This is an optimization exercise on Yosys and OpenROAD, whose aim is small area, not a production implementation.
At most, simulation tests tie the RTL to the original design; equivalence was not proved.
Only the layout flow was run in runs 5 to 7; the RTL was not checked for function there.
No activity file was given, so power comes from the tool's default toggle rates.

[run.sh]
#!/bin/bash
# synth_recipe.tcl (not shown) runs the flow's synth.tcl, then flattens the netlist and writes it again
# the make line also repeats each setting of config.mk as NAME=value (left out here)
make -C /OpenROAD-flow-scripts/flow DESIGN_CONFIG=/design/flow/config.mk WORK_HOME=/design/flow/orfs CLKGATE_MAP_FILE= SYNTH_SCRIPT=/design/flow/synth_recipe.tcl finish
[constraint.sdc]
create_clock -name core_clock -period 12.0 [get_ports {clk}]
set_input_delay 2.4000 -clock core_clock [delete_from_list [all_inputs] [get_ports {clk}]]
set_output_delay 2.4000 -clock core_clock [all_outputs]
set_load 0.01 [all_outputs]
[design.v]
module DFT( output [31:0] real_value,
            output [31:0] imag_value,
            input [7:0] in,
            input clk, rst );
function [16:0] raddl;
  input [15:0] a, b;
  input ci;
  integer i;
  reg c;
  begin
    c = ci;
    for (i = 0; i < 16; i = i + 1) begin
      raddl[i] = a[i] ^ b[i] ^ c;
      c = (a[i] & b[i]) | (a[i] & c) | (b[i] & c);
    end
    raddl[16] = c;
  end
endfunction
function [9:0] raddh;
  input [9:0] a, b;
  input ci;
  integer i;
  reg c;
  begin
    c = ci;
    for (i = 0; i < 10; i = i + 1) begin
      raddh[i] = a[i] ^ b[i] ^ c;
      c = (a[i] & b[i]) | (a[i] & c) | (b[i] & c);
    end
  end
endfunction
function [25:0] radd;
  input [25:0] a, b;
  input ci;
  reg [16:0] l;
  reg [9:0] h0, h1;
  begin
    l = raddl(a[15:0], b[15:0], ci);
    h0 = raddh(a[25:16], b[25:16], 1'b0);
    h1 = raddh(a[25:16], b[25:16], 1'b1);
    radd = {l[16] ? h1 : h0, l[15:0]};
  end
endfunction
function [8:0] radd9;
  input [8:0] a, b;
  input ci;
  integer i;
  reg c;
  begin
    c = ci;
    for (i = 0; i < 9; i = i + 1) begin
      radd9[i] = a[i] ^ b[i] ^ c;
      c = (a[i] & b[i]) | (a[i] & c) | (b[i] & c);
    end
  end
endfunction
function [22:0] tab;
  input [2:0] c;
  input [2:0] d;
  begin
    case (c)
      3'd1: case (d) 3'd1: tab = 23'd1048576; 3'd2: tab = 23'd2097152; 3'd3: tab = 23'd3145728; 3'd4: tab = 23'd4194304; default: tab = 23'd0; endcase
      3'd2: case (d) 3'd1: tab = 23'd968758; 3'd2: tab = 23'd1937516; 3'd3: tab = 23'd2906274; 3'd4: tab = 23'd3875032; default: tab = 23'd0; endcase
      3'd3: case (d) 3'd1: tab = 23'd741456; 3'd2: tab = 23'd1482912; 3'd3: tab = 23'd2224368; 3'd4: tab = 23'd2965824; default: tab = 23'd0; endcase
      3'd4: case (d) 3'd1: tab = 23'd741455; 3'd2: tab = 23'd1482910; 3'd3: tab = 23'd2224365; 3'd4: tab = 23'd2965820; default: tab = 23'd0; endcase
      3'd5: case (d) 3'd1: tab = 23'd401272; 3'd2: tab = 23'd802544; 3'd3: tab = 23'd1203816; 3'd4: tab = 23'd1605088; default: tab = 23'd0; endcase
      3'd6: case (d) 3'd1: tab = 23'd401273; 3'd2: tab = 23'd802546; 3'd3: tab = 23'd1203819; 3'd4: tab = 23'd1605092; default: tab = 23'd0; endcase
      default: tab = 23'd0;
    endcase
  end
endfunction
reg [7:0] lo [0:7];    
reg [7:0] hi [0:7];    
reg [4:0] j;           
reg [3:0] k;           
reg ld;                
reg [25:0] accr, acci;
reg [25:0] outr, outi;
wire ldA = ld & ~k[0] & j[4] & j[0];
wire ldB = ld &  k[0] & ~j[4] & ~j[3] & j[0];
wire ldC = ld &  k[0] & ~j[4] &  j[3] & j[0];
wire ldD = ld &  k[0] &  j[4] & j[0];
integer q;
always @(posedge clk) begin
  lo[0] <= ldA ? in : lo[7];
  lo[1] <= ldB ? in : lo[0];
  hi[0] <= ldC ? in : hi[7];
  hi[1] <= ldD ? in : hi[0];
  for (q = 2; q < 8; q = q + 1) begin
    lo[q] <= lo[q-1];
    hi[q] <= hi[q-1];
  end
end
always @(posedge clk) begin
  if (rst) begin
    j <= 5'd16;
    k <= 4'd14;
    ld <= 1'b1;
  end else if (j == 5'd23) begin
    j <= 5'd0;
    k <= k + 4'd1;
    if (k == 4'd15) ld <= 1'b0;
  end else begin
    j <= j + 5'd1;
  end
end
wire [7:0] a = lo[7];
wire [7:0] b = hi[7];
wire kn0 = k[0] ^ (j == 5'd23);    
wire [8:0] un = radd9({a[7], a}, {b[7], b} ^ {9{kn0}}, kn0);
reg [8:0] u;
always @(posedge clk) u <= un;
reg [2:0] n;
always @(*) begin
  case (j[2:0])
    3'd0: n = 3'd3;
    3'd1: n = 3'd4;
    3'd2: n = 3'd0;
    3'd3: n = 3'd5;
    3'd4: n = 3'd1;
    3'd5: n = 3'd6;
    3'd6: n = 3'd2;
    3'd7: n = 3'd7;
  endcase
end
reg [3:0] g;
always @(*) begin
  case (j[4:3])
    2'd0: g = {u[2:0], 1'b0};
    2'd1: g = u[5:2];
    default: g = u[8:5];
  endcase
end
reg [2:0] dm;
reg dn;
always @(*) begin
  case (g)
    4'd0: begin dm = 3'd0; dn = 1'b0; end
    4'd1: begin dm = 3'd1; dn = 1'b0; end
    4'd2: begin dm = 3'd1; dn = 1'b0; end
    4'd3: begin dm = 3'd2; dn = 1'b0; end
    4'd4: begin dm = 3'd2; dn = 1'b0; end
    4'd5: begin dm = 3'd3; dn = 1'b0; end
    4'd6: begin dm = 3'd3; dn = 1'b0; end
    4'd7: begin dm = 3'd4; dn = 1'b0; end
    4'd8: begin dm = 3'd4; dn = 1'b1; end
    4'd9: begin dm = 3'd3; dn = 1'b1; end
    4'd10: begin dm = 3'd3; dn = 1'b1; end
    4'd11: begin dm = 3'd2; dn = 1'b1; end
    4'd12: begin dm = 3'd2; dn = 1'b1; end
    4'd13: begin dm = 3'd1; dn = 1'b1; end
    4'd14: begin dm = 3'd1; dn = 1'b1; end
    4'd15: begin dm = 3'd0; dn = 1'b0; end
  endcase
end
wire [3:0] m = ({4{n[0]}} & k) + ({4{n[1]}} & {k[2:0], 1'b0}) + ({4{n[2]}} & {k[1:0], 2'b00});
wire altc = k[0] & n[1];
wire alt_r = altc & (n[2] == (k[1] ^ k[2]));
wire alt_i = altc & (n[2] != (k[1] ^ k[2]));
reg [2:0] rc, ic;
reg rs, is;
always @(*) begin
  case (m)
    4'd0: begin rs = 1'b0; rc = 3'd1; is = 1'b0; ic = 3'd0; end
    4'd1: begin rs = 1'b0; rc = 3'd2; is = 1'b1; ic = (alt_i ? 3'd6 : 3'd5); end
    4'd2: begin rs = 1'b0; rc = (alt_r ? 3'd4 : 3'd3); is = 1'b1; ic = (alt_i ? 3'd4 : 3'd3); end
    4'd3: begin rs = 1'b0; rc = (alt_r ? 3'd6 : 3'd5); is = 1'b1; ic = 3'd2; end
    4'd4: begin rs = 1'b0; rc = 3'd0; is = 1'b1; ic = 3'd1; end
    4'd5: begin rs = 1'b1; rc = (alt_r ? 3'd6 : 3'd5); is = 1'b1; ic = 3'd2; end
    4'd6: begin rs = 1'b1; rc = (alt_r ? 3'd4 : 3'd3); is = 1'b1; ic = (alt_i ? 3'd4 : 3'd3); end
    4'd7: begin rs = 1'b1; rc = 3'd2; is = 1'b1; ic = (alt_i ? 3'd6 : 3'd5); end
    4'd8: begin rs = 1'b1; rc = 3'd1; is = 1'b0; ic = 3'd0; end
    4'd9: begin rs = 1'b1; rc = 3'd2; is = 1'b0; ic = (alt_i ? 3'd6 : 3'd5); end
    4'd10: begin rs = 1'b1; rc = (alt_r ? 3'd4 : 3'd3); is = 1'b0; ic = (alt_i ? 3'd4 : 3'd3); end
    4'd11: begin rs = 1'b1; rc = (alt_r ? 3'd6 : 3'd5); is = 1'b0; ic = 3'd2; end
    4'd12: begin rs = 1'b0; rc = 3'd0; is = 1'b0; ic = 3'd1; end
    4'd13: begin rs = 1'b0; rc = (alt_r ? 3'd6 : 3'd5); is = 1'b0; ic = 3'd2; end
    4'd14: begin rs = 1'b0; rc = (alt_r ? 3'd4 : 3'd3); is = 1'b0; ic = (alt_i ? 3'd4 : 3'd3); end
    4'd15: begin rs = 1'b0; rc = 3'd2; is = 1'b0; ic = (alt_i ? 3'd6 : 3'd5); end
  endcase
end
wire [22:0] mr = tab(rc, dm);
wire [22:0] mi = tab(ic, dm);
wire nr = dn ^ rs;
wire ni = dn ^ is;
wire first = (j == 5'd0);
wire shift = (j == 5'd8) | (j == 5'd16);
wire [25:0] br = first ? 26'd0  : shift ? {{3{accr[25]}}, accr[25:3]} : accr;
wire [25:0] bi = first ? 26'd63 : shift ? {{3{acci[25]}}, acci[25:3]} : acci;
wire [25:0] sr = radd(br, {3'd0, mr} ^ {26{nr}}, nr);
wire [25:0] si = radd(bi, {3'd0, mi} ^ {26{ni}}, ni);
always @(posedge clk) begin
  accr <= sr;
  acci <= si;
  if (j == 5'd23) begin
    outr <= sr[25:0];
    outi <= si[25:0];
  end
end
assign real_value = {{3{outr[25]}}, outr, 3'b000};
assign imag_value = {{3{outi[25]}}, outi, 3'b000};
endmodule
[config.mk]
export PLATFORM = sky130hd
export DESIGN_NAME = DFT
export DESIGN_NICKNAME = DFT
export VERILOG_FILES = /design/flow/design.v
export SDC_FILE = /design/flow/constraint.sdc
export NUM_CORES = 4
export LEC_CHECK = 0
export ABC_AREA = 1
export CAP_MARGIN = 20
export CORE_MARGIN = 2
export CORE_UTILIZATION = 60
export CTS_BUF_LIST = sky130_fd_sc_hd__clkbuf_8
export SLEW_MARGIN = 20
==> results of run 1 <==
## logic make-up (layout without fill, tap and decap cells)
group | count (synthesis) | count (layout) | share of synthesized area (%)
AND/OR/NAND/NOR | 368 | 368 | 15.9
flip-flops | 254 | 254 | 52.5
buffers and inverters | 190 | 299 | 7.19
AO/OA/AOI/OAI | 137 | 137 | 7.15
XOR/XNOR | 73 | 73 | 6.06
adder cells (fa/ha/maj) | 71 | 71 | 11.1
other | 1 | 6 | 0.0351
multiplexers | 1 | 1 | 0.0937
## per-stage QoR
stage / setup WS (ps) / cell area, um^2
final: 1190 / 12300
after detailed placement: 1180 / 11500
after CTS: 1170 / 12300
after global placement: 1410 / 11500
after floorplan: 1970 / 10700
after global routing: 624 / 12300
## area by class of cell
cell class | count | share of cell area, %
tap | 225 | 2.28
clock buffer | 47 | 5.25
sequential | 254 | 45.5
timing repair buffer | 75 | 5.93
clock inverter | 24 | 1.28
inverter | 153 | 4.66
multi-input combinational | 656 | 35.1
## critical path, delay by kind of cell, from the launching register on
family | cells | cell delay, ps
fa+ha+maj | 17 | 7670
simple gates | 17 | 1430
buf+inv | 5 | 600
flops | 1 | 450
xor+xnor | 1 | 230
compound gates | 1 | 200
## worst max path at each step
stage          startpoint        to  slack, ps  depth (start not counted)
6_report             k[0]  outr[25]       1190                         41
5_1_grt              k[0]  outr[25]        620                         41
4_1_cts              k[0]  outr[25]       1170                         41
3_5_place_dp         k[0]  outr[25]       1180                         41
3_3_place_gp         k[0]  outr[25]       1410                         41
2_1_floorplan        k[0]  outr[25]       1970                         41
## report_power, final
group / total, mW / switching (mW) / internal, mW
Sequential: 1.27 / 0.0619 / 1.20
Combinational: 1.68 / 1.06 / 0.627
Clock: 0.719 / 0.334 / 0.385
## synthesized netlist by cell type (5+ instances only)
library cell,count
a21oi_1,23
buf_1,5
buf_4,12
clkbuf_1,17
dfxtp_1,202
edfxtp_1,52
fa_1,39
ha_1,32
inv_1,149
nand2_1,189
nand2_2,30
nand3_1,52
nand3_2,6
nand4_1,8
nor2_1,58
o211ai_1,19
o21ai_0,83
xnor2_1,14
xor2_1,58
## registers in the layout, summed over array words and instances (netlist names)
name,count
outr,26
acci,26
lo,64
hi,64
outi,26
j,5
k,4
u,9
accr,26
n,3
ld,1
## routing by layer
layer / vias to the layer above / track usage, %
met3: 63 / 4.01
met2: 218 / 41.2
met1: 3375 / 29.3
met4: 0 / 11.2
met5: - / 0
li1: 3628 / -
==> impl_metrics.tcl, run 1 <==
set metrics [dict create \
    dieArea_um2 18900 \
    worstPathMaxFanout 7 \
    drc 0 \
    grt_pass1_wl_um 35200 \
    hold_start "lo[6][2]" \
    layout_commonest_cell "dfxtp_1" \
    fill_cells 1329 \
    grt_usage_pct 23.9 \
    cp.required_ps 12280 \
    tightestPinTransition_ps 738 \
    power_density_nw_per_um2 298 \
    finalSetupViolCount 0 \
    postLayoutCoreUtil_pct 71.0 \
    min_to "lo[7][2]" \
    synth_cells 1095 \
    place_congestion 0.969 \
    root_buffer "clkbuf_8" \
    final-instance-count-excl-fill 1434 \
    vias_per_cell 5.08 \
    wl_met1_um 9200 \
    crit_top_cell "fa_1" \
    synth_seq_cells 254 \
    regArea_um2 5610 \
    ys_warn_count 3 \
    top_layer_used "met4" \
    io_buffer_count 67 \
    wire_per_inst_um 15.1 \
    max_freq_ghz 0.0925 \
    path_class "register to register" \
    critical_path_arrival_ps 11100 \
    rsz0062_at_grt "false" \
    reg2reg_slack_ps 1190 \
    max_stage_delay_ps 540 \
    fin_crit_sh_pct 90.1 \
    area_growth_syn_to_layout_pct 15.4 \
    grt_max_degree 49 \
    start_util_pct 61.5 \
    synth-async-reset-ratio_pct 0 \
    pin_count 74 \
    cts_tree "built" \
    synth_seq_area_share_pct 52.5 \
    chipHeight_um 137 \
    cts_buffers 39 \
    antennaDiodeCount 0 \
    grt_overflow 0 \
    timing.rr.start "k[0]" \
    hold_violations 0 \
    slew_viol_final 0 \
    worstSetupStartpointType "register" \
    grt_pass1_vias 7288 \
    slowest_stage "fa_1" \
    cts.sinks 254 \
    peakVddDrop_mv 0.210 \
    dp_hpwl_um 15600 \
    outcome "timing/DRC/antenna clean" \
    design.core.area_um2 17400 \
    fin_skew_ps 13.4 \
    clk_latency_ps 540 \
    multi_input_area_um2 4330 \
    cts.path.max_buffers 3 \
    synth_top_area_share_pct 37.9 \
    dieWidth_um 137 \
    num-nets-final 1260 \
    dr.pass1.iters 5 \
    syn_area_um2 10700 \
    wl_met2_um 10500 \
    cts_hold_buffers 0 \
    clkSlewWorstSetupHoldPaths_ps 70 \
    dr_total_vias 7284 \
    syn_area_per_cell_um2 9.75 \
    synth_area_leaders "dfxtp_1 38%, edfxtp_1 15%, fa_1 7.3%, nand2_1 6.6%, inv_1 5.2%" \
    tns_ps 0 \
    relSlewSlack_pct 50.7 \
    wirelength_um 21600 \
    holdPathStages 0 \
    antenna_found_initial 0 \
    mostFrequentLayoutCells "202 x dfxtp_1, 189 x nand2_1, 157 x inv_1" \
    drive_gt1_share_pct 10.3 \
    r2r_end "outr[25]" \
    synth_edf_count 52 \
    cts_resized 0 \
    ys_types 41 \
    cap_violations 0 \
    synth_flop_cell "dfxtp_1" \
    dpl.cell_count 1363 \
    period_minus_slack_ps 10810 \
    cts_max_level 2 \
    power_mw 3.67 \
    rows 48 \
    hold_path.class "register to register" \
    p_leak_nw 5.70 \
    yosys.area.top_type "dfxtp_1" \
    wl_met3_um 964 \
    post_cts_buffers 0 \
    worst-r2r-cell-count 41 \
    ant_nets 0 \
    cp-end-kind "register" \
    drt-initial-drc-count 399 \
    whs_ps 325 \
]
==> run 2: changes to the inputs <==
--- a/config.mk
+++ b/config.mk
@@ -9,5 +9,4 @@
 export CAP_MARGIN = 20
 export CORE_MARGIN = 2
 export CORE_UTILIZATION = 60
-export CTS_BUF_LIST = sky130_fd_sc_hd__clkbuf_8
 export SLEW_MARGIN = 20
==> run 2 against run 1 <==
Net effect: core utilization shrank 0.050 points; total power increased by 0.79%; synthesized cell count stayed put; still clean on timing, DRC and antenna; largest cell class unchanged; synthesized area unchanged; clock skew up 8.1 ps; sequential share of layout area hardly changed; sequential cell count is the same; non-clock buffer count is the same.
==> impl_metrics.tcl, run 2 <==
set metrics [dict create \
    outcome "timing/DRC/antenna clean" \
    cts_resized 0 \
    tns_ps 0 \
    path_class "register to register" \
    hold_path.class "register to register" \
    power_mw 3.70 \
    layout_commonest_cell "dfxtp_1" \
    chipHeight_um 137 \
    wire_per_inst_um 15.5 \
    cts.sinks 254 \
    max_stage_delay_ps 540 \
    worstPathMaxFanout 7 \
    synth_seq_cells 254 \
    dr.pass1.iters 6 \
    drt-initial-drc-count 374 \
    synth_edf_count 52 \
    grt_pass1_wl_um 35300 \
    cap_violations 0 \
    io_buffer_count 67 \
    num-nets-final 1245 \
    fill_cells 1303 \
    synth_top_area_share_pct 37.9 \
    rows 48 \
    slowest_stage "fa_1" \
    crit_buf_inv 5 \
    antennaDiodeCount 0 \
    tightestPinTransition_ps 768 \
    post_cts_buffers 0 \
    rsz0062_at_grt "false" \
    clk_latency_ps 520 \
    pin_count 74 \
    fin_skew_ps 21.5 \
    grt_max_degree 49 \
    dieArea_um2 18900 \
    peakVddDrop_mv 0.192 \
    relSlewSlack_pct 48.7 \
    slew_viol_final 0 \
    p_leak_nw 5.64 \
    grt_usage_pct 24.0 \
    crit_top_cell "fa_1" \
    antenna_found_initial 0 \
    top_regs "hi: 64 flops, lo: 64 flops" \
    vias_per_cell 5.14 \
    period_minus_slack_ps 10810 \
    max_freq_ghz 0.0925 \
    cts_hold_buffers 0 \
    place_congestion 0.969 \
    root_buffer "clkbuf_16" \
    cts.path.max_buffers 3 \
    synth_flop_cell "dfxtp_1" \
    cp.required_ps 12270 \
    yosysMostFrequentCell "dfxtp_1" \
    grt_pass1_vias 7216 \
    design.core.area_um2 17400 \
    critical_path_arrival_ps 11080 \
    wirelength_um 21800 \
    synth_area_leaders "dfxtp_1 38%, edfxtp_1 15%, fa_1 7.3%, nand2_1 6.6%, inv_1 5.2%" \
    multi_input_area_um2 4330 \
    finalSetupViolCount 0 \
    area_growth_syn_to_layout_pct 15.4 \
    drive_gt1_share_pct 8.80 \
    synth-async-reset-ratio_pct 0 \
    power_density_nw_per_um2 300 \
    start_util_pct 61.5 \
    worstSetupStartpointType "register" \
    critPathTopFamily "adder cells" \
    syn_area_per_cell_um2 9.75 \
    hold_violations 0 \
    syn_area_um2 10700 \
    cts_max_level 1 \
    ys_warn_count 3 \
    regArea_um2 5610 \
    ant_nets 0 \
    yosys.area.top_type "dfxtp_1" \
    ys_types 41 \
    cts_tree "built" \
    clkSlewWorstSetupHoldPaths_ps 70 \
    synth_cells 1095 \
    cp-end-kind "register" \
    dp_hpwl_um 15600 \
    synth_common_cells "202 x dfxtp_1, 189 x nand2_1, 149 x inv_1" \
    dr_total_vias 7237 \
    grt_overflow 0 \
    fin_crit_sh_pct 90.1 \
    drc 0 \
    mostFrequentLayoutCells "202 x dfxtp_1, 189 x nand2_1, 149 x inv_1" \
    dieWidth_um 137 \
    cts_buffers 24 \
    synth_seq_area_share_pct 52.5 \
]
-- run 2: cell counts after synthesis --
No cell type changed its count.
-- run 2: logic make-up after synthesis --
| family | Yosys count | synth area share, % |
|---|---|---|
| buffers and inverters | 190 | 7.19 |
| and+or+nand+nor | 368 | 15.9 |
| xor gates and xnor gates | 73 | 6.06 |
| DFF | 254 | 52.5 |
| AOI/OAI and AO/OA | 137 | 7.15 |
| adders and majority gates | 71 | 11.1 |
| other | 1 | 0.0351 |
| muxes | 1 | 0.0937 |
-- run 2: per-layer routing --
layer  GRT usage (%)  routed length, um  vias up
met5               0                  0        -
met4            10.3                886        0
met3            3.35               1030       56
met2            41.8              10700      227
met1            29.9               9230     3359
li1                -                  -     3595
-- run 2: where the power goes --
part           leakage [nW]  switching, mW  internal (mW)  total [mW]
Combinational          3.09           1.06          0.628        1.69
Sequential             2.16         0.0634           1.20        1.27
Clock                 0.393          0.317          0.424       0.741
Total                  5.64           1.44           2.26        3.70
-- run 2: worst paths after layout --
check / startpoint / endpoint / slack (ps) / cells past startpoint
max: k[0] / outr[25] / 1190 / 41
min: hi[4][6] / hi[5][6] / 320 / 0
max reg2reg: k[0] / outr[25] / 1190 / 41
min reg2reg: hi[4][6] / hi[5][6] / 320 / 0
-- run 2: stage by stage --
step	setup slack (ps)	instance area (um^2)	utilization (%)	cells	hold WS (ps)
global placement	1410	11500	66.4	1363	310
CTS	1170	12300	71.0	1407	322
floorplan	1970	10700	-	1100	310
finish	1190	12300	71.0	1407	323
detailed placement	1180	11500	66.4	1363	312
global route	594	12300	71.0	1407	330
-- run 2: cell type report --
class | instances | share of cell area [%]
flip-flops and latches | 254 | 45.5
multi-input cells | 656 | 35.2
repair buffers | 75 | 5.93
clock buffers | 35 | 5.87
inverters | 153 | 4.66
well taps | 225 | 2.29
clock inverters | 9 | 0.589
==> run 3: changes to the inputs <==
--- a/design.v
+++ b/design.v
@@ -16,15 +16,26 @@
     raddl[16] = c;
   end
 endfunction
-function [9:0] raddh;
+function [9:0] raddh0;
   input [9:0] a, b;
-  input ci;
-  integer i;
-  reg c;
-  begin
-    c = ci;
+  integer i;
+  reg c;
+  begin
+    c = 1'b0;
     for (i = 0; i < 10; i = i + 1) begin
-      raddh[i] = a[i] ^ b[i] ^ c;
+      raddh0[i] = a[i] ^ b[i] ^ c;
+      c = (a[i] & b[i]) | (a[i] & c) | (b[i] & c);
+    end
+  end
+endfunction
+function [9:0] raddh1;
+  input [9:0] a, b;
+  integer i;
+  reg c;
+  begin
+    c = 1'b1;
+    for (i = 0; i < 10; i = i + 1) begin
+      raddh1[i] = a[i] ^ b[i] ^ c;
       c = (a[i] & b[i]) | (a[i] & c) | (b[i] & c);
     end
   end
@@ -33,12 +44,9 @@
   input [25:0] a, b;
   input ci;
   reg [16:0] l;
-  reg [9:0] h0, h1;
   begin
     l = raddl(a[15:0], b[15:0], ci);
-    h0 = raddh(a[25:16], b[25:16], 1'b0);
-    h1 = raddh(a[25:16], b[25:16], 1'b1);
-    radd = {l[16] ? h1 : h0, l[15:0]};
+    radd = {l[16] ? raddh1(a[25:16], b[25:16]) : raddh0(a[25:16], b[25:16]), l[15:0]};
   end
 endfunction
 function [8:0] radd9;
--- a/config.mk
+++ b/config.mk
@@ -9,4 +9,6 @@
 export CAP_MARGIN = 20
 export CORE_MARGIN = 2
 export CORE_UTILIZATION = 60
+export CTS_CLUSTER_DIAMETER = 80
+export CTS_CLUSTER_SIZE = 24
 export SLEW_MARGIN = 20
==> run 3 against run 2 <==
Net effect: register-to-register slack got worse by 20 ps; maximum frequency fell by 0.22%; non-clock buffer count did not move; worst hold slack got worse by 0.52 ps; worst setup slack got worse by 24 ps; via count fell by 1.7%.
==> impl_metrics.tcl, run 3 <==
set metrics [dict create \
    cap_violations 0 \
    synth_top_area_share_pct 37.9 \
    finalSetupViolCount 0 \
    rsz0062_at_grt "false" \
    slowest_stage "fa_1" \
    grt_max_degree 49 \
    synth-async-reset-ratio_pct 0 \
    rows 48 \
    worstSetupStartpointType "register" \
    crit_top_cell "fa_1" \
    dr.pass1.iters 5 \
    post_cts_buffers 0 \
    wirelength_um 20900 \
    synth_common_cells "202 x dfxtp_1, 189 x nand2_1, 149 x inv_1" \
    dp_hpwl_um 15600 \
    synth_seq_cells 254 \
    cts_hold_buffers 0 \
    io_buffer_count 67 \
    drt-initial-drc-count 355 \
    outcome "timing/DRC/antenna clean" \
    area_growth_syn_to_layout_pct 12.0 \
    max_stage_delay_ps 540 \
    max_freq_ghz 0.0923 \
    min_to "lo[4][7]" \
    worst-r2r-cell-count 41 \
    yosys.area.top_type "dfxtp_1" \
    dieWidth_um 137 \
    pwr-share-clk_pct 14.6 \
    hold_start "lo[3][7]" \
    clkSlewWorstSetupHoldPaths_ps 90 \
    place_congestion 0.969 \
    start_util_pct 61.5 \
    grt_usage_pct 22.9 \
    syn_area_um2 10700 \
    tightestPinTransition_ps 756 \
    path_class "register to register" \
    synth_edf_count 52 \
    wire_per_inst_um 15.1 \
    grt_pass1_vias 6919 \
    synth_flop_cell "dfxtp_1" \
    relSlewSlack_pct 49.4 \
    layout_commonest_cell "dfxtp_1" \
    multi_input_area_um2 4330 \
    worstPathMaxFanout 7 \
    pwr-share-comb_pct 48.8 \
    dr_total_vias 7112 \
    cp.required_ps 12230 \
    internal-power_mw 2.08 \
    timing.rr.start "k[0]" \
    top_regs "hi: 64 flops, lo: 64 flops" \
    fin_skew_ps 12.2 \
    design.core.area_um2 17400 \
    clk_latency_ps 480 \
    power.switching_mw 1.37 \
    antennaDiodeCount 0 \
    dieArea_um2 18900 \
    fin_crit_sh_pct 90.3 \
    power_density_nw_per_um2 288 \
    grt_overflow 0 \
    pin_count 74 \
    holdPathStages 0 \
    p_leak_nw 5.46 \
    slew_viol_final 0 \
    cts.path.max_buffers 3 \
    period_minus_slack_ps 10830 \
    synth_seq_area_share_pct 52.5 \
    tns_ps 0 \
    reg2reg_slack_ps 1170 \
    cts_buffers 14 \
    chipHeight_um 137 \
    ys_types 41 \
    postLayoutCoreUtil_pct 68.9 \
    hold_path.class "register to register" \
    fill_cells 1367 \
    ys_warn_count 3 \
    r2r_end "outr[25]" \
    ant_nets 0 \
    seqPwrFrac_pct 36.7 \
    fin_area_um2 12000 \
    syn_area_per_cell_um2 9.75 \
    cts_resized 0 \
    yosysMostFrequentCell "dfxtp_1" \
    peakVddDrop_mv 0.184 \
    hold_violations 0 \
    power_mw 3.45 \
    drc 0 \
    grt_pass1_wl_um 33800 \
    swShare_pct 39.7 \
    root_buffer "clkbuf_16" \
    mostFrequentLayoutCells "202 x dfxtp_1, 189 x nand2_1, 150 x inv_1" \
    cts_tree "built" \
    synth_area_leaders "dfxtp_1 38%, edfxtp_1 15%, fa_1 7.3%, nand2_1 6.6%, inv_1 5.2%" \
    antenna_found_initial 0 \
    critical_path_arrival_ps 11060 \
    place_area_um2 11500 \
    num-nets-final 1235 \
    cp-end-kind "register" \
    cts_max_level 1 \
    worst_slack_ps 1170 \
    regArea_um2 5610 \
    synth_cells 1095 \
    drive_gt1_share_pct 7.07 \
    vias_per_cell 5.14 \
    cts.sinks 254 \
    dp_slack_ps 1180 \
]
[run 3: cell counts after synthesis]
Identical to the previous run, type by type.
[run 3: layout make-up]
type                            instances  share of cell area [%]
Multi-Input combinational cell        656                    36.2
Tap cell                              225                    2.35
Sequential cell                       254                    46.9
Inverter                              153                    4.80
Timing Repair Buffer                   75                    6.11
Clock inverter                          2                  0.0733
Clock buffer                           20                    3.56
[run 3: power groups by stage]
stage	clock [mW]	combinational [mW]	sequential, mW
detailed placement	0	1.69	1.28
CTS	0.516	1.70	1.26
global placement	0	1.65	1.28
floorplan	0	1.28	1.26
finish	0.503	1.68	1.26
global route	0.543	1.93	1.28
[run 3: metal layers]
metal	share of wire (%)	vias to the layer above	GRT usage [%]	wire length, um
met3	4.3	45	2.76	906
met1	44	3314	29.2	9090
li1	-	3558	-	-
met4	4.0	0	9.51	827
met2	48	195	39.4	10000
met5	0	-	0	0
[run 3: worst max-delay path: cells and delay by family (launching register included)]
| family | cells | cell delay [ps] |
|---|---|---|
| fa+ha+maj | 17 | 7680 |
| xor+xnor | 1 | 230 |
| flops | 1 | 450 |
| buf+inv | 5 | 610 |
| simple gates | 17 | 1410 |
| compound gates | 1 | 200 |
[run 3: logic make-up after synthesis]
family,after synthesis,synth area share (%)
and+or+nand+nor,368,15.9
DFF,254,52.5
buffers and inverters,190,7.19
AOI/OAI and AO/OA,137,7.15
xor gates and xnor gates,73,6.06
adders and majority gates,71,11.1
other,1,0.0351
muxes,1,0.0937
[run 3: through the flow]
step,std cells,hold slack [ps]
floorplan,1100,310
CTS,1385,324
detailed placement,1363,312
global route,1385,328
finish,1385,323
global placement,1363,310
[run 3: how the worst max path moves through the flow]
| stage | slack, ps | endpoint | cells after the start | from |
|---|---|---|---|---|
| 2_1_floorplan | 1970 | outr[25] | 41 | k[0] |
| 3_3_place_gp | 1410 | outr[25] | 41 | k[0] |
| 3_5_place_dp | 1180 | outr[25] | 41 | k[0] |
| 4_1_cts | 1160 | outr[25] | 41 | k[0] |
| 5_1_grt | 620 | outr[25] | 41 | k[0] |
| 6_report | 1170 | outr[25] | 41 | k[0] |
==> run 4: changes to the inputs <==
==> flow/run.sh (new file) <==
#!/bin/bash
# The standard layout, with the port buffers made from the smallest buffer cell.
set -euo pipefail
export BUFFER_PORTS_ARGS="-buffer_cell sky130_fd_sc_hd__buf_1"
bash standard.sh > standard.log 2>&1
==> standard.sh (new file) <==
#!/bin/bash
# synth_recipe.tcl (not shown) runs the flow's synth.tcl, then flattens the netlist and writes it again
# the make line also repeats each setting of config.mk as NAME=value (left out here)
make -C /OpenROAD-flow-scripts/flow DESIGN_CONFIG=/design/flow/config.mk WORK_HOME=/design/flow/orfs CLKGATE_MAP_FILE= SYNTH_SCRIPT=/design/flow/synth_recipe.tcl "${@:-finish}"
removed: run.sh
==> run 4 against run 3 <==
Net effect: clock skew up 9.4 ps; cell count stayed put; largest cell class unchanged; critical path depth unchanged; first-iteration DRC count shrank 7.6%; cell area down 3.7%; maximum frequency rose by 0.54%; sequential power about the same; synthesized area unchanged; clock-buffer cell count grew 1; via count is 0.18% higher; worst setup slack improved by 58 ps; critical endpoint unchanged.
==> impl_metrics.tcl, run 4 <==
set metrics [dict create \
    worstPathMaxFanout 7 \
    cts_resized 0 \
    cap_violations 0 \
    crit_top_cell "fa_1" \
    area_growth_syn_to_layout_pct 7.80 \
    relSlewSlack_pct 50.9 \
    top_regs "hi: 64 flops, lo: 64 flops" \
    yosys.area.top_type "dfxtp_1" \
    use_met3_pct 2.94 \
    swShare_pct 40.3 \
    seqPwrFrac_pct 36.9 \
    cts.sinks 254 \
    critical_path_arrival_ps 11020 \
    fin_crit_sh_pct 89.8 \
    chipHeight_um 137 \
    min_to "lo[5][7]" \
    dpl.cell_count 1363 \
    mostFrequentLayoutCells "202 x dfxtp_1, 189 x nand2_1, 149 x inv_1" \
    ys_warn_count 3 \
    yosysMostFrequentCell "dfxtp_1" \
    synth_common_cells "202 x dfxtp_1, 189 x nand2_1, 149 x inv_1" \
    fill_cells 1372 \
    clk_latency_ps 490 \
    place_congestion 1.00 \
    slew_viol_final 0 \
    place_area_um2 11100 \
    synth_top_area_share_pct 37.9 \
    rows 48 \
    syn_area_per_cell_um2 9.75 \
    peakVddDrop_mv 0.157 \
    internal-power_mw 2.05 \
    cts.path.max_buffers 3 \
    ant_nets 0 \
    outcome "timing/DRC/antenna clean" \
    dr.pass1.iters 5 \
    drc 0 \
    pin_count 74 \
    dp_hpwl_um 15500 \
    max_freq_ghz 0.0928 \
    dieWidth_um 137 \
    met2_usage_pct 40.3 \
    design.core.area_um2 17400 \
    wirelength_um 21000 \
    cts_tree "built" \
    hold_path.class "register to register" \
    slowest_stage "fa_1" \
    grt_pass1_wl_um 34300 \
    synth-async-reset-ratio_pct 0 \
    power_density_nw_per_um2 298 \
    synth_seq_cells 254 \
    antennaDiodeCount 0 \
    antenna_found_initial 0 \
    root_buffer "clkbuf_16" \
    ys_types 41 \
    tns_ps 0 \
    synth_cells 1095 \
    cts_hold_buffers 0 \
    dr_total_vias 7125 \
    synth_area_leaders "dfxtp_1 38%, edfxtp_1 15%, fa_1 7.3%, nand2_1 6.6%, inv_1 5.2%" \
    hold_violations 0 \
    power_mw 3.43 \
    pwr-share-clk_pct 14.3 \
    rsz0062_at_grt "false" \
    pwr-share-comb_pct 48.8 \
    grt_pass1_vias 6893 \
    drive_gt1_share_pct 6.98 \
    busiest_layer "met2" \
    syn_area_um2 10700 \
    timing.rr.start "k[0]" \
    synth_edf_count 52 \
    clkSlewWorstSetupHoldPaths_ps 90 \
    synth_seq_area_share_pct 52.5 \
    hold_start "lo[4][7]" \
    layout_commonest_cell "dfxtp_1" \
    fin_skew_ps 21.7 \
    path_class "register to register" \
    final-instance-count-excl-fill 1385 \
    cp-end-kind "register" \
    worstSetupStartpointType "register" \
    max_stage_delay_ps 580 \
    power.switching_mw 1.38 \
    regArea_um2 5610 \
    synth_flop_cell "dfxtp_1" \
    drt-initial-drc-count 328 \
    dieArea_um2 18900 \
    worst-r2r-cell-count 41 \
    num-nets-final 1235 \
    period_minus_slack_ps 10770 \
    r2r_end "outr[25]" \
    cts_buffers 14 \
    multi_input_area_um2 4330 \
    post_cts_buffers 0 \
    vias_per_cell 5.14 \
    io_buffer_count 67 \
    wire_per_inst_um 15.2 \
    grt_overflow 0 \
    start_util_pct 61.5 \
    tightestPinTransition_ps 736 \
    grt_max_degree 57 \
    fin_area_um2 11500 \
    globalRouteMet1Util_pct 30.0 \
    finalSetupViolCount 0 \
    reg2reg_slack_ps 1230 \
    cts_max_level 1 \
    holdPathStages 0 \
    p_leak_nw 5.26 \
    grt_usage_pct 23.1 \
    cp.required_ps 12240 \
]
## run 4: area by class of cell
type,instances,share of cell area [%]
Clock inverter,1,0.0761
Tap cell,225,2.45
Inverter,153,4.99
Timing Repair Buffer,75,2.71
Multi-Input combinational cell,656,37.6
Clock buffer,21,3.47
Sequential cell,254,48.7
## run 4: power by group through the flow
stage	Sequential, mW	Clock [mW]	Combinational (mW)
floorplan	1.26	0	1.28
global placement	1.28	0	1.64
detailed placement	1.28	0	1.69
CTS	1.27	0.507	1.69
global route	1.28	0.536	1.92
finish	1.27	0.493	1.68
## run 4: worst max path at each step
stage | start | endpoint | slack [ps]
after CTS | k[0] | outr[25] | 1230
after global routing | k[0] | outr[25] | 650
after global placement | k[0] | outr[25] | 1450
after detailed placement | k[0] | outr[25] | 1260
after floorplan | k[0] | outr[25] | 1970
final | k[0] | outr[25] | 1230
## run 4: cells by family after synthesis
family | Yosys count | synth area share, %
buffers and inverters | 190 | 7.19
AO/OA/AOI/OAI | 137 | 7.15
XOR/XNOR | 73 | 6.06
adder cells (fa/ha/maj) | 71 | 11.1
flip-flops | 254 | 52.5
other | 1 | 0.0351
multiplexers | 1 | 0.0937
AND/OR/NAND/NOR | 368 | 15.9
## run 4: per-stage QoR
step           setup slack, ps  hold slack, ps  utilization [%]
2_1_floorplan             1970             310                -
3_3_place_gp              1450             310             64.0
3_5_place_dp              1260             312             64.0
4_1_cts                   1230             324             66.3
5_1_grt                    645             336             66.3
6_report                  1230             322             66.3
## run 4: layer usage
metal  wire, um  vias up
li1           -     3559
met1       9220     3343
met2      10300      179
met3        927       44
met4        582        0
met5          0        -
## run 4: critical path, delay by kind of cell, from the launching register on
family / cells / cell delay [ps]
adder cells (fa/ha/maj): 17 / 7650
AND/OR/NAND/NOR: 17 / 1400
buffers and inverters: 5 / 610
flip-flops: 1 / 450
XOR/XNOR: 1 / 260
AO/OA/AOI/OAI: 1 / 190
==> run 5: changes to the inputs <==
--- a/design.v
+++ b/design.v
@@ -2,51 +2,52 @@
             output [31:0] imag_value,
             input [7:0] in,
             input clk, rst );
-function [16:0] raddl;
-  input [15:0] a, b;
+function [12:0] raddl;
+  input [11:0] a, b;
   input ci;
   integer i;
   reg c;
   begin
     c = ci;
-    for (i = 0; i < 16; i = i + 1) begin
+    for (i = 0; i < 12; i = i + 1) begin
       raddl[i] = a[i] ^ b[i] ^ c;
       c = (a[i] & b[i]) | (a[i] & c) | (b[i] & c);
     end
-    raddl[16] = c;
-  end
-endfunction
-function [9:0] raddh0;
-  input [9:0] a, b;
+    raddl[12] = c;
+  end
+endfunction
+function [13:0] raddh;
+  input [13:0] a, b;
   integer i;
   reg c;
   begin
     c = 1'b0;
-    for (i = 0; i < 10; i = i + 1) begin
-      raddh0[i] = a[i] ^ b[i] ^ c;
+    for (i = 0; i < 14; i = i + 1) begin
+      raddh[i] = a[i] ^ b[i] ^ c;
       c = (a[i] & b[i]) | (a[i] & c) | (b[i] & c);
     end
   end
 endfunction
-function [9:0] raddh1;
-  input [9:0] a, b;
-  integer i;
-  reg c;
-  begin
-    c = 1'b1;
-    for (i = 0; i < 10; i = i + 1) begin
-      raddh1[i] = a[i] ^ b[i] ^ c;
-      c = (a[i] & b[i]) | (a[i] & c) | (b[i] & c);
+function [13:0] rinc;
+  input [13:0] a;
+  input ci;
+  integer i;
+  reg c;
+  begin
+    c = ci;
+    for (i = 0; i < 14; i = i + 1) begin
+      rinc[i] = a[i] ^ c;
+      c = c & a[i];
     end
   end
 endfunction
 function [25:0] radd;
   input [25:0] a, b;
   input ci;
-  reg [16:0] l;
-  begin
-    l = raddl(a[15:0], b[15:0], ci);
-    radd = {l[16] ? raddh1(a[25:16], b[25:16]) : raddh0(a[25:16], b[25:16]), l[15:0]};
+  reg [12:0] l;
+  begin
+    l = raddl(a[11:0], b[11:0], ci);
+    radd = {rinc(raddh(a[25:12], b[25:12]), l[12]), l[11:0]};
   end
 endfunction
 function [8:0] radd9;
==> run.sh (new file) <==
#!/bin/bash
# synth_recipe.tcl (not shown) runs the flow's synth.tcl, then flattens the netlist and writes it again
# the make line also repeats each setting of config.mk as NAME=value (left out here)
make -C /OpenROAD-flow-scripts/flow DESIGN_CONFIG=/design/flow/config.mk WORK_HOME=/design/flow/orfs CLKGATE_MAP_FILE= SYNTH_SCRIPT=/design/flow/synth_recipe.tcl finish
--- a/config.mk
+++ b/config.mk
@@ -9,6 +9,4 @@
 export CAP_MARGIN = 20
 export CORE_MARGIN = 2
 export CORE_UTILIZATION = 60
-export CTS_CLUSTER_DIAMETER = 80
-export CTS_CLUSTER_SIZE = 24
 export SLEW_MARGIN = 20
removed: flow/run.sh
removed: standard.sh
==> run 5 against run 4 <==
Net effect: clock skew shrank 7.8 ps; clock power grew 56%; still clean; largest power group unchanged; worst hold slack is essentially flat; sequential power is essentially flat; critical endpoint unchanged.
==> impl_metrics.tcl, run 5 <==
set metrics [dict create \
    outcome "timing/DRC/antenna clean" \
    ant_nets 0 \
    relSlewSlack_pct 44.1 \
    dr_total_vias 7070 \
    tns_ps 0 \
    period_minus_slack_ps 10060 \
    top_regs "hi: 64 flops, lo: 64 flops" \
    grt_overflow 0 \
    crit_top_cell "ha_1" \
    wl_met3_um 1030 \
    worstSetupStartpointType "register" \
    cp.required_ps 12260 \
    cts_hold_buffers 0 \
    pin_count 74 \
    drive_gt1_share_pct 9.31 \
    p_leak_nw 5.69 \
    num-nets-final 1226 \
    mostFrequentLayoutCells "202 x dfxtp_1, 197 x nand2_1, 112 x inv_1" \
    clk_latency_ps 530 \
    synth_flop_cell "dfxtp_1" \
    synth_area_leaders "dfxtp_1 38%, edfxtp_1 15%, fa_1 10%, nand2_1 6.9%, ha_1 4.6%" \
    cts_tree "built" \
    worst-r2r-cell-count 40 \
    drt-initial-drc-count 358 \
    fin_crit_sh_pct 83.8 \
    wl_met1_um 8770 \
    drc 0 \
    synth_seq_cells 254 \
    holdPathStages 0 \
    hold_path.class "register to register" \
    wl_met2_um 11000 \
    tightestPinTransition_ps 837 \
    cts_buffers 24 \
    start_util_pct 61.8 \
    synth_seq_area_share_pct 52.1 \
    max_stage_delay_ps 570 \
    worstPathMaxFanout 9 \
    cap_violations 0 \
    root_buffer "clkbuf_16" \
    cts_resized 0 \
    vias_per_cell 5.18 \
    peakVddDrop_mv 0.186 \
    cts_max_level 1 \
    ys_types 40 \
    crit_buf_inv 4 \
    grt_pass1_wl_um 35500 \
    fin_skew_ps 13.8 \
    final-instance-count-excl-fill 1364 \
    grt_pass1_vias 7178 \
    synth_edf_count 52 \
    io_buffer_count 67 \
    timing.rr.start "j[4]" \
    path_class "register to register" \
    place_area_um2 11600 \
    rows 48 \
    clkSlewWorstSetupHoldPaths_ps 60 \
    area_growth_syn_to_layout_pct 15.3 \
    finalSetupViolCount 0 \
    cp-end-kind "register" \
    dieArea_um2 19000 \
    yosysMostFrequentCell "dfxtp_1" \
    dieWidth_um 138 \
    dp_hpwl_um 15300 \
    design.core.area_um2 17400 \
    synth_cells 1054 \
    antenna_found_initial 0 \
    synth_top_area_share_pct 37.6 \
    hold_start "lo[5][7]" \
    power_density_nw_per_um2 284 \
    post_cts_buffers 0 \
    dr.pass1.iters 6 \
    rsz0062_at_grt "false" \
    grt_usage_pct 24.1 \
    syn_area_per_cell_um2 10.2 \
    cts.path.max_buffers 3 \
    critical_path_arrival_ps 10320 \
    wirelength_um 21500 \
    synth-async-reset-ratio_pct 0 \
    whs_ps 322 \
    fin_area_um2 12400 \
    critPathTopFamily "adder cells" \
    chipHeight_um 138 \
    max_freq_ghz 0.0994 \
    syn_area_um2 10800 \
    synth_common_cells "202 x dfxtp_1, 197 x nand2_1, 112 x inv_1" \
    ys_warn_count 3 \
    top_layer_used "met4" \
    hold_violations 0 \
    dpl.cell_count 1320 \
    grt_max_degree 51 \
    slowest_stage "dfxtp_1" \
    slew_viol_final 0 \
    yosys.area.top_type "dfxtp_1" \
    place_congestion 0.939 \
    fill_cells 1278 \
    min_to "lo[6][7]" \
    r2r_end "outr[25]" \
    cts.sinks 254 \
    wire_per_inst_um 15.7 \
    power_mw 3.52 \
    reg2reg_slack_ps 1940 \
    antennaDiodeCount 0 \
    layout_commonest_cell "dfxtp_1" \
]
[run 5: cell types whose count changed after synthesis, moves of 11 or more]
cell / change
fa_1: +16
xor2_1: -23
o21ai_0: -26
nand4_1: +15
a21oi_1: +12
nor2_1: +11
inv_1: -37
[run 5: layer usage]
layer,track usage (%),vias to the layer above
met5,0,-
met3,3.58,42
met4,7.37,0
met2,44.2,186
met1,29.0,3338
li1,-,3504
[run 5: report_power, final]
part           leakage (nW)  internal [mW]  switching [mW]
logic                  3.12          0.578           0.912
clock network         0.412          0.457           0.311
registers              2.16           1.20          0.0614
total                  5.69           2.24            1.28
[run 5: layout make-up]
type,instances,area (um^2),share of cell area [%]
clock buffer,35,712,5.74
clock inverter,9,120,0.968
inverter,122,459,3.70
multi-input combinational,647,4530,36.5
sequential,254,5610,45.2
tap,225,282,2.27
timing repair buffer,72,708,5.71
[run 5: per-stage QoR]
step	util, %	setup slack (ps)
2_1_floorplan	-	2860
3_5_place_dp	66.5	1990
6_report	71.3	1940
5_1_grt	71.3	1310
3_3_place_gp	66.5	2160
4_1_cts	71.3	1910
[run 5: cell families (layout without fill, tap and decap cells)]
logic type               Yosys count  after routing  synth area share (%)
flip-flops                       254            254                  52.1
multiplexers                       1              1                0.0930
XOR/XNOR                          43             43                  3.67
AND/OR/NAND/NOR                  388            388                  17.2
other                              1              6                0.0348
buffers and inverters            158            238                  6.19
adder cells (fa/ha/maj)           95             95                  14.9
AO/OA/AOI/OAI                    114            114                  5.83
[run 5: how the worst max path moves through the flow]
stage | startpoint | end | slack [ps] | depth (start not counted)
floorplan | k[0] | outr[25] | 2860 | 39
finish | j[4] | outr[25] | 1940 | 40
CTS | j[4] | outr[25] | 1910 | 40
detailed placement | j[4] | outr[25] | 1990 | 40
global placement | j[4] | outr[25] | 2160 | 40
global route | j[4] | outr[25] | 1310 | 40
==> run 6: changes to the inputs <==
--- a/config.mk
+++ b/config.mk
@@ -9,4 +9,6 @@
 export CAP_MARGIN = 20
 export CORE_MARGIN = 2
 export CORE_UTILIZATION = 60
+export CTS_CLUSTER_DIAMETER = 80
+export CTS_CLUSTER_SIZE = 24
 export SLEW_MARGIN = 20
==> run 6 against run 5 <==
Net effect: still clean on timing, DRC and antenna; synthesized cell count is the same; non-clock buffer count unchanged; clock power down about 30%; worst hold slack worse by 4.3 ps; largest cell class unchanged; largest power group unchanged; highest routed layer unchanged.
==> impl_metrics.tcl, run 6 <==
set metrics [dict create \
    outcome "timing/DRC/antenna clean" \
    dr_total_vias 6976 \
    synth-async-reset-ratio_pct 0 \
    io_buffer_count 67 \
    relSlewSlack_pct 43.9 \
    ys_types 40 \
    seqPwrFrac_pct 38.4 \
    top_layer_used "met4" \
    root_buffer "clkbuf_16" \
    wirelength_um 21100 \
    fill_cells 1353 \
    ant_nets 0 \
    grt_pass1_vias 7030 \
    synth_flop_cell "dfxtp_1" \
    cts_buffers 15 \
    drive_gt1_share_pct 7.69 \
    pwr-share-clk_pct 16.3 \
    worstSetupStartpointType "register" \
    p_leak_nw 5.50 \
    top_regs "hi: 64 flops, lo: 64 flops" \
    multi_input_area_um2 4530 \
    cp.required_ps 12240 \
    rsz0062_at_grt "false" \
    ys_warn_count 3 \
    dieWidth_um 138 \
    critical_path_arrival_ps 10240 \
    finalSetupViolCount 0 \
    slew_viol_final 0 \
    synth_edf_count 52 \
    crit_buf_inv 4 \
    dieArea_um2 19000 \
    power.switching_mw 1.24 \
    cts.path.max_buffers 3 \
    cts.sinks 254 \
    cts_tree "built" \
    syn_area_per_cell_um2 10.2 \
    worstPathMaxFanout 9 \
    cts_hold_buffers 0 \
    internal-power_mw 2.04 \
    fin_crit_sh_pct 83.3 \
    num-nets-final 1217 \
    swShare_pct 37.9 \
    tightestPinTransition_ps 840 \
    antenna_found_initial 0 \
    clk_latency_ps 500 \
    fin_skew_ps 22.8 \
    max_stage_delay_ps 580 \
    wire_per_inst_um 15.7 \
    dpl.cell_count 1320 \
    yosys.area.top_type "dfxtp_1" \
    regArea_um2 5610 \
    grt_pass1_wl_um 34800 \
    pwr-share-comb_pct 45.3 \
    start_util_pct 61.8 \
    grt_overflow 0 \
    cts_max_level 1 \
    dr.pass1.iters 5 \
    chipHeight_um 138 \
    wl_met2_um 10700 \
    syn_area_um2 10800 \
    synth_area_leaders "dfxtp_1 38%, edfxtp_1 15%, fa_1 10%, nand2_1 6.9%, ha_1 4.6%" \
    peakVddDrop_mv 0.171 \
    wl_met1_um 8970 \
    clkSlewWorstSetupHoldPaths_ps 90 \
    drt-initial-drc-count 412 \
    antennaDiodeCount 0 \
    hold_violations 0 \
    grt_max_degree 51 \
    synth_seq_area_share_pct 52.1 \
    period_minus_slack_ps 10000 \
    place_congestion 0.939 \
    tns_ps 0 \
    rows 48 \
    mostFrequentLayoutCells "202 x dfxtp_1, 197 x nand2_1, 112 x inv_1" \
    dp_hpwl_um 15300 \
    power_density_nw_per_um2 273 \
    crit_top_cell "ha_1" \
    synth_cells 1054 \
    yosysMostFrequentCell "dfxtp_1" \
    pin_count 74 \
    path_class "register to register" \
    cts_resized 0 \
    cp-end-kind "register" \
    critPathTopFamily "adder cells" \
    final-instance-count-excl-fill 1343 \
    vias_per_cell 5.19 \
    drc 0 \
    layout_commonest_cell "dfxtp_1" \
    synth_common_cells "202 x dfxtp_1, 197 x nand2_1, 112 x inv_1" \
    area_growth_syn_to_layout_pct 11.9 \
    grt_usage_pct 23.6 \
    synth_seq_cells 254 \
    synth_top_area_share_pct 37.6 \
    design.core.area_um2 17400 \
    max_freq_ghz 0.100 \
    reg2reg_slack_ps 2000 \
    slowest_stage "dfxtp_1" \
    hold_path.class "register to register" \
    post_cts_buffers 0 \
    cap_violations 0 \
    wl_met3_um 847 \
]
run 6: cells by family after synthesis:
family / count (synthesis) / synth area share [%]
and+or+nand+nor: 388 / 17.2
xor gates and xnor gates: 43 / 3.67
DFF: 254 / 52.1
adders and majority gates: 95 / 14.9
other: 1 / 0.0348
AOI/OAI and AO/OA: 114 / 5.83
muxes: 1 / 0.0930
buffers and inverters: 158 / 6.19
run 6: final timing paths:
kind,cells past startpoint,endpoint,start
max,40,outr[25],j[4]
min,0,lo[5][5],lo[4][5]
max reg2reg,40,outr[25],j[4]
min reg2reg,0,lo[5][5],lo[4][5]
run 6: final cells by class:
cell class	instances	area share, %
clock buffer	19	3.24
clock inverter	4	0.623
timing repair buffer	72	5.88
multi-input combinational	647	37.6
tap	225	2.34
sequential	254	46.5
inverter	122	3.81
run 6: per-layer routing:
layer  track usage (%)  vias up
met5             0.278        -
met2              43.0      155
met4              6.63        0
met3              3.11       35
li1                  -     3475
met1              29.3     3311
run 6: stage by stage:
stage	power, mW	setup WS [ps]	hold WS (ps)	util, %	cell area (um^2)
6_report	3.28	2000	317	69.2	12000
3_5_place_dp	2.79	1990	312	66.5	11600
4_1_cts	3.33	1980	319	69.2	12000
5_1_grt	3.60	1370	318	69.2	12000
3_3_place_gp	2.74	2160	311	66.5	11600
2_1_floorplan	2.38	2860	310	-	10800
run 6: power groups by stage:
stage / logic (mW) / clock network (mW) / registers [mW]
finish: 1.49 / 0.536 / 1.26
global route: 1.75 / 0.580 / 1.28
CTS: 1.52 / 0.551 / 1.26
detailed placement: 1.51 / 0 / 1.28
global placement: 1.46 / 0 / 1.28
floorplan: 1.12 / 0 / 1.26
==> run 7: changes to the inputs <==
--- a/design.v
+++ b/design.v
@@ -2,52 +2,51 @@
             output [31:0] imag_value,
             input [7:0] in,
             input clk, rst );
-function [12:0] raddl;
-  input [11:0] a, b;
+function [20:0] raddl;
+  input [19:0] a, b;
   input ci;
   integer i;
   reg c;
   begin
     c = ci;
-    for (i = 0; i < 12; i = i + 1) begin
+    for (i = 0; i < 20; i = i + 1) begin
       raddl[i] = a[i] ^ b[i] ^ c;
       c = (a[i] & b[i]) | (a[i] & c) | (b[i] & c);
     end
-    raddl[12] = c;
-  end
-endfunction
-function [13:0] raddh;
-  input [13:0] a, b;
+    raddl[20] = c;
+  end
+endfunction
+function [5:0] raddh0;
+  input [5:0] a, b;
   integer i;
   reg c;
   begin
     c = 1'b0;
-    for (i = 0; i < 14; i = i + 1) begin
-      raddh[i] = a[i] ^ b[i] ^ c;
-      c = (a[i] & b[i]) | (a[i] & c) | (b[i] & c);
-    end
-  end
-endfunction
-function [13:0] rinc;
-  input [13:0] a;
-  input ci;
-  integer i;
-  reg c;
-  begin
-    c = ci;
-    for (i = 0; i < 14; i = i + 1) begin
-      rinc[i] = a[i] ^ c;
-      c = c & a[i];
+    for (i = 0; i < 6; i = i + 1) begin
+      raddh0[i] = a[i] ^ b[i] ^ c;
+      c = (a[i] & b[i]) | (a[i] & c) | (b[i] & c);
+    end
+  end
+endfunction
+function [5:0] raddh1;
+  input [5:0] a, b;
+  integer i;
+  reg c;
+  begin
+    c = 1'b1;
+    for (i = 0; i < 6; i = i + 1) begin
+      raddh1[i] = a[i] ^ b[i] ^ c;
+      c = (a[i] & b[i]) | (a[i] & c) | (b[i] & c);
     end
   end
 endfunction
 function [25:0] radd;
   input [25:0] a, b;
   input ci;
-  reg [12:0] l;
-  begin
-    l = raddl(a[11:0], b[11:0], ci);
-    radd = {rinc(raddh(a[25:12], b[25:12]), l[12]), l[11:0]};
+  reg [20:0] l;
+  begin
+    l = raddl(a[19:0], b[19:0], ci);
+    radd = {l[20] ? raddh1(a[25:20], b[25:20]) : raddh0(a[25:20], b[25:20]), l[19:0]};
   end
 endfunction
 function [8:0] radd9;
@@ -117,8 +116,6 @@
 wire [7:0] b = hi[7];
 wire kn0 = k[0] ^ (j == 5'd23);    
 wire [8:0] un = radd9({a[7], a}, {b[7], b} ^ {9{kn0}}, kn0);
-reg [8:0] u;
-always @(posedge clk) u <= un;
 reg [2:0] n;
 always @(*) begin
   case (j[2:0])
@@ -133,34 +130,41 @@
   endcase
 end
 reg [3:0] g;
-always @(*) begin
-  case (j[4:3])
-    2'd0: g = {u[2:0], 1'b0};
-    2'd1: g = u[5:2];
-    default: g = u[8:5];
+wire [1:0] pn = (j == 5'd23) ? 2'd0 : (j == 5'd7) ? 2'd1 : (j == 5'd15) ? 2'd2 : j[4:3];
+always @(*) begin
+  case (pn)
+    2'd0: g = {un[2:0], 1'b0};
+    2'd1: g = un[5:2];
+    default: g = un[8:5];
+  endcase
+end
+reg [2:0] dmn;
+reg dnn;
+always @(*) begin
+  case (g)
+    4'd0: begin dmn = 3'd0; dnn = 1'b0; end
+    4'd1: begin dmn = 3'd1; dnn = 1'b0; end
+    4'd2: begin dmn = 3'd1; dnn = 1'b0; end
+    4'd3: begin dmn = 3'd2; dnn = 1'b0; end
+    4'd4: begin dmn = 3'd2; dnn = 1'b0; end
+    4'd5: begin dmn = 3'd3; dnn = 1'b0; end
+    4'd6: begin dmn = 3'd3; dnn = 1'b0; end
+    4'd7: begin dmn = 3'd4; dnn = 1'b0; end
+    4'd8: begin dmn = 3'd4; dnn = 1'b1; end
+    4'd9: begin dmn = 3'd3; dnn = 1'b1; end
+    4'd10: begin dmn = 3'd3; dnn = 1'b1; end
+    4'd11: begin dmn = 3'd2; dnn = 1'b1; end
+    4'd12: begin dmn = 3'd2; dnn = 1'b1; end
+    4'd13: begin dmn = 3'd1; dnn = 1'b1; end
+    4'd14: begin dmn = 3'd1; dnn = 1'b1; end
+    4'd15: begin dmn = 3'd0; dnn = 1'b0; end
   endcase
 end
 reg [2:0] dm;
 reg dn;
-always @(*) begin
-  case (g)
-    4'd0: begin dm = 3'd0; dn = 1'b0; end
-    4'd1: begin dm = 3'd1; dn = 1'b0; end
-    4'd2: begin dm = 3'd1; dn = 1'b0; end
-    4'd3: begin dm = 3'd2; dn = 1'b0; end
-    4'd4: begin dm = 3'd2; dn = 1'b0; end
-    4'd5: begin dm = 3'd3; dn = 1'b0; end
-    4'd6: begin dm = 3'd3; dn = 1'b0; end
-    4'd7: begin dm = 3'd4; dn = 1'b0; end
-    4'd8: begin dm = 3'd4; dn = 1'b1; end
-    4'd9: begin dm = 3'd3; dn = 1'b1; end
-    4'd10: begin dm = 3'd3; dn = 1'b1; end
-    4'd11: begin dm = 3'd2; dn = 1'b1; end
-    4'd12: begin dm = 3'd2; dn = 1'b1; end
-    4'd13: begin dm = 3'd1; dn = 1'b1; end
-    4'd14: begin dm = 3'd1; dn = 1'b1; end
-    4'd15: begin dm = 3'd0; dn = 1'b0; end
-  endcase
+always @(posedge clk) begin
+  dm <= dmn;
+  dn <= dnn;
 end
 wire [3:0] m = ({4{n[0]}} & k) + ({4{n[1]}} & {k[2:0], 1'b0}) + ({4{n[2]}} & {k[1:0], 2'b00});
 wire altc = k[0] & n[1];
==> flow/run.sh (new file) <==
#!/bin/bash
# The standard layout, with the port buffers made from the smallest buffer cell.
set -euo pipefail
export BUFFER_PORTS_ARGS="-buffer_cell sky130_fd_sc_hd__buf_1"
bash standard.sh > standard.log 2>&1
==> standard.sh (new file) <==
#!/bin/bash
# synth_recipe.tcl (not shown) runs the flow's synth.tcl, then flattens the netlist and writes it again
# the make line also repeats each setting of config.mk as NAME=value (left out here)
make -C /OpenROAD-flow-scripts/flow DESIGN_CONFIG=/design/flow/config.mk WORK_HOME=/design/flow/orfs CLKGATE_MAP_FILE= SYNTH_SCRIPT=/design/flow/synth_recipe.tcl "${@:-finish}"
removed: run.sh
==> run 7 against run 6 <==
Net effect: largest power group unchanged; critical path depth fell by 6; die area fell by 4.6%; combinational power fell by 5%; synthesized area fell by 4.8%; clock power fell by 11%; worst setup slack got worse by 1400 ps; first-iteration DRC count fell by 3.4%; register-to-register slack got worse by 1400 ps.
==> impl_metrics.tcl, run 7 <==
set metrics [dict create \
    outcome "timing/DRC/antenna clean" \
    ant_nets 0 \
    syn_area_per_cell_um2 10.0 \
    rows 47 \
    grt_overflow 0 \
    crit_end "outr[23]" \
    r2r_end "outr[23]" \
    holdPathStages 0 \
    grt_max_degree 56 \
    finalSetupViolCount 0 \
    period_minus_slack_ps 11360 \
    critPathTopFamily "adder cells" \
    multi_input_area_um2 4060 \
    synth_common_cells "197 x dfxtp_1, 178 x nand2_1, 137 x inv_1" \
    place_area_um2 10700 \
    critical_path_arrival_ps 11610 \
    slowest_stage "fa_1" \
    yosys.area.top_type "dfxtp_1" \
    grt_usage_pct 23.4 \
    syn_area_um2 10300 \
    cts.path.max_buffers 3 \
    fill_cells 1310 \
    p_leak_nw 4.96 \
    peakVddDrop_mv 0.158 \
    antenna_found_initial 0 \
    reg2reg_slack_ps 640 \
    mostFrequentLayoutCells "195 x dfxtp_1, 178 x nand2_1, 137 x inv_1" \
    worstSetupStartpointType "register" \
    design.core.area_um2 16600 \
    timing.rr.start "k[0]" \
    regArea_um2 5510 \
    fin_skew_ps 19.0 \
    max_stage_delay_ps 540 \
    cts.sinks 249 \
    dieWidth_um 135 \
    crit_buf_inv 4 \
    max_freq_ghz 0.0880 \
    place_congestion 0.922 \
    path_depth 34 \
    fin_crit_sh_pct 94.7 \
    tns_ps 0 \
    grt_pass1_vias 6719 \
    antennaDiodeCount 0 \
    cts_tree "built" \
    cap_violations 0 \
    ys_types 46 \
    dr_total_vias 6775 \
    hold_violations 0 \
    io_buffer_count 67 \
    post_cts_buffers 0 \
    worst-r2r-cell-count 34 \
    yosysMostFrequentCell "dfxtp_1" \
    drc 0 \
    cp.required_ps 12250 \
    power_density_nw_per_um2 282 \
    path_class "register to register" \
    rsz0062_at_grt "false" \
    synth_seq_cells 249 \
    dieArea_um2 18100 \
    drive_gt1_share_pct 5.50 \
    layout_commonest_cell "dfxtp_1" \
    hold_path.class "register to register" \
    wirelength_um 20400 \
    synth-async-reset-ratio_pct 0 \
    vias_per_cell 5.17 \
    synth_flop_cell "dfxtp_1" \
    cts_max_level 1 \
    synth_top_area_share_pct 38.5 \
    top_regs "hi: 64 flops, lo: 64 flops" \
    dp_hpwl_um 15000 \
    fin_area_um2 11100 \
    start_util_pct 61.6 \
    cp-end-kind "register" \
    drt-initial-drc-count 398 \
    worstPathMaxFanout 8 \
    pin_count 74 \
    grt_pass1_wl_um 33600 \
    clkSlewWorstSetupHoldPaths_ps 90 \
    area_growth_syn_to_layout_pct 8.32 \
    slew_viol_final 0 \
    num-nets-final 1168 \
    clk_latency_ps 500 \
    ys_warn_count 3 \
    wire_per_inst_um 15.6 \
    root_buffer "clkbuf_16" \
    startpoint "k[0]" \
    synth_cells 1022 \
    synth_area_leaders "dfxtp_1 38%, edfxtp_1 15%, fa_1 9.0%, nand2_1 6.5%, inv_1 5.0%" \
    synth_edf_count 52 \
    dr.pass1.iters 5 \
    chipHeight_um 135 \
    crit_top_cell "fa_1" \
    tightestPinTransition_ps 758 \
    cts_buffers 14 \
    synth_seq_area_share_pct 53.7 \
    relSlewSlack_pct 49.2 \
]
[run 7: cell count changes in the layout (fill, tap and decap cells not counted), sizes merged, moves of 17 or more]
| cell | change |
|---|---|
| buf | +71 |
| clkdlybuf4s50 | -67 |
| nand2 | -45 |
| inv | +23 |
| nand4 | -22 |
| xnor2 | +17 |
[run 7: metrics by stage]
step | util (%) | cells | hold WS (ps) | setup WS, ps | power [mW]
after floorplan | - | 1027 | 310 | 1030 | 2.32
after global placement | 64.3 | 1290 | 310 | 546 | 2.63
after detailed placement | 64.3 | 1290 | 312 | 438 | 2.67
after CTS | 66.7 | 1311 | 323 | 370 | 3.15
after global routing | 66.7 | 1311 | 332 | 22.0 | 3.42
final | 66.7 | 1311 | 320 | 637 | 3.13
[run 7: worst min-delay path by stage]
| stage | end | start | slack (ps) |
|---|---|---|---|
| after CTS | lo[2][6] | lo[1][6] | 320 |
| after global routing | lo[2][6] | lo[1][6] | 330 |
| after global placement | lo[4][6] | lo[3][6] | 310 |
| final | lo[2][6] | lo[1][6] | 320 |
| after detailed placement | hi[4][2] | hi[3][2] | 310 |
| after floorplan | hi[2][0] | hi[1][0] | 310 |
[run 7: final cells by class]
cell class | count | share of cell area (%)
sequential | 249 | 49.6
multi-input combinational | 601 | 36.6
inverter | 144 | 4.87
clock buffer | 17 | 3.26
timing repair buffer | 76 | 2.87
tap | 220 | 2.48
clock inverter | 4 | 0.338
[run 7: report_power, final]
part / switching (mW) / leakage, nW / internal, mW / total, mW
registers: 0.0633 / 2.11 / 1.17 / 1.23
clock network: 0.258 / 0.197 / 0.220 / 0.478
logic: 0.890 / 2.65 / 0.535 / 1.42
[run 7: logic make-up after synthesis]
kind of cell | count (synthesis) | synth area share, %
xor gates and xnor gates | 67 | 5.87
buffers and inverters | 177 | 6.98
muxes | 1 | 0.0976
and+or+nand+nor | 310 | 13.0
AOI/OAI and AO/OA | 145 | 8.14
DFF | 249 | 53.7
adders and majority gates | 72 | 12.2
other | 1 | 0.0366
[run 7: routing by layer]
| layer | wire length [um] | global-route usage (%) | part of all wire, % | vias up |
|---|---|---|---|---|
| met2 | 10100 | 40.7 | 50 | 175 |
| met5 | 0 | 0 | 0 | - |
| met1 | 8740 | 30.0 | 43 | 3204 |
| met4 | 732 | 8.60 | 3.6 | 0 |
| li1 | - | - | - | 3353 |
| met3 | 842 | 3.23 | 4.1 | 43 |
[run 7: timing repair]
item,CTS,global route
endpoints found under the hold margin,0,0
endpoints found under the setup margin,0,8
resized for setup,0,4
hold buffers,0,0

[static timing again, ports no longer ideal]
In the flow no input, the clock included, has a driving cell. The finished layouts below were timed again as built, in two steps.
Step 1: set_driving_cell puts a clkbuf_16 on clk and a buf_2 on each other input, an assumption about the parent block.
Step 2, shift: input delay + t, output delay - t, t = (earliest + latest rising clock arrival at the registers) / 2. This alone moves slack from input paths to output paths.
Slacks: ideal / step 1 / step 2; pairs: ideal / step 1.
run	shift t [ns]	setup slack, ns	slew at the worst register clock pin (ns)	worst data-port slew with drivers (ns)	cell pins on the clock port's net
run 1	0.568	1.186 / 1.186 / 1.186	0.07 / 0.07	0.03	1
run 2	0.550	1.193 / 1.193 / 1.193	0.07 / 0.07	0.03	1
run 3	0.514	1.169 / 1.169 / 1.169	0.09 / 0.09	0.03	1
run 4	0.520	1.227 / 1.227 / 1.227	0.10 / 0.10	0.03	1
run 5	0.569	1.940 / 1.940 / 1.940	0.06 / 0.06	0.03	1
run 6	0.532	1.998 / 1.998 / 1.998	0.09 / 0.09	0.03	1
run 7	0.532	0.637 / 0.637 / 0.637	0.09 / 0.09	0.03	1
After both steps setup and hold are still met in every run listed.
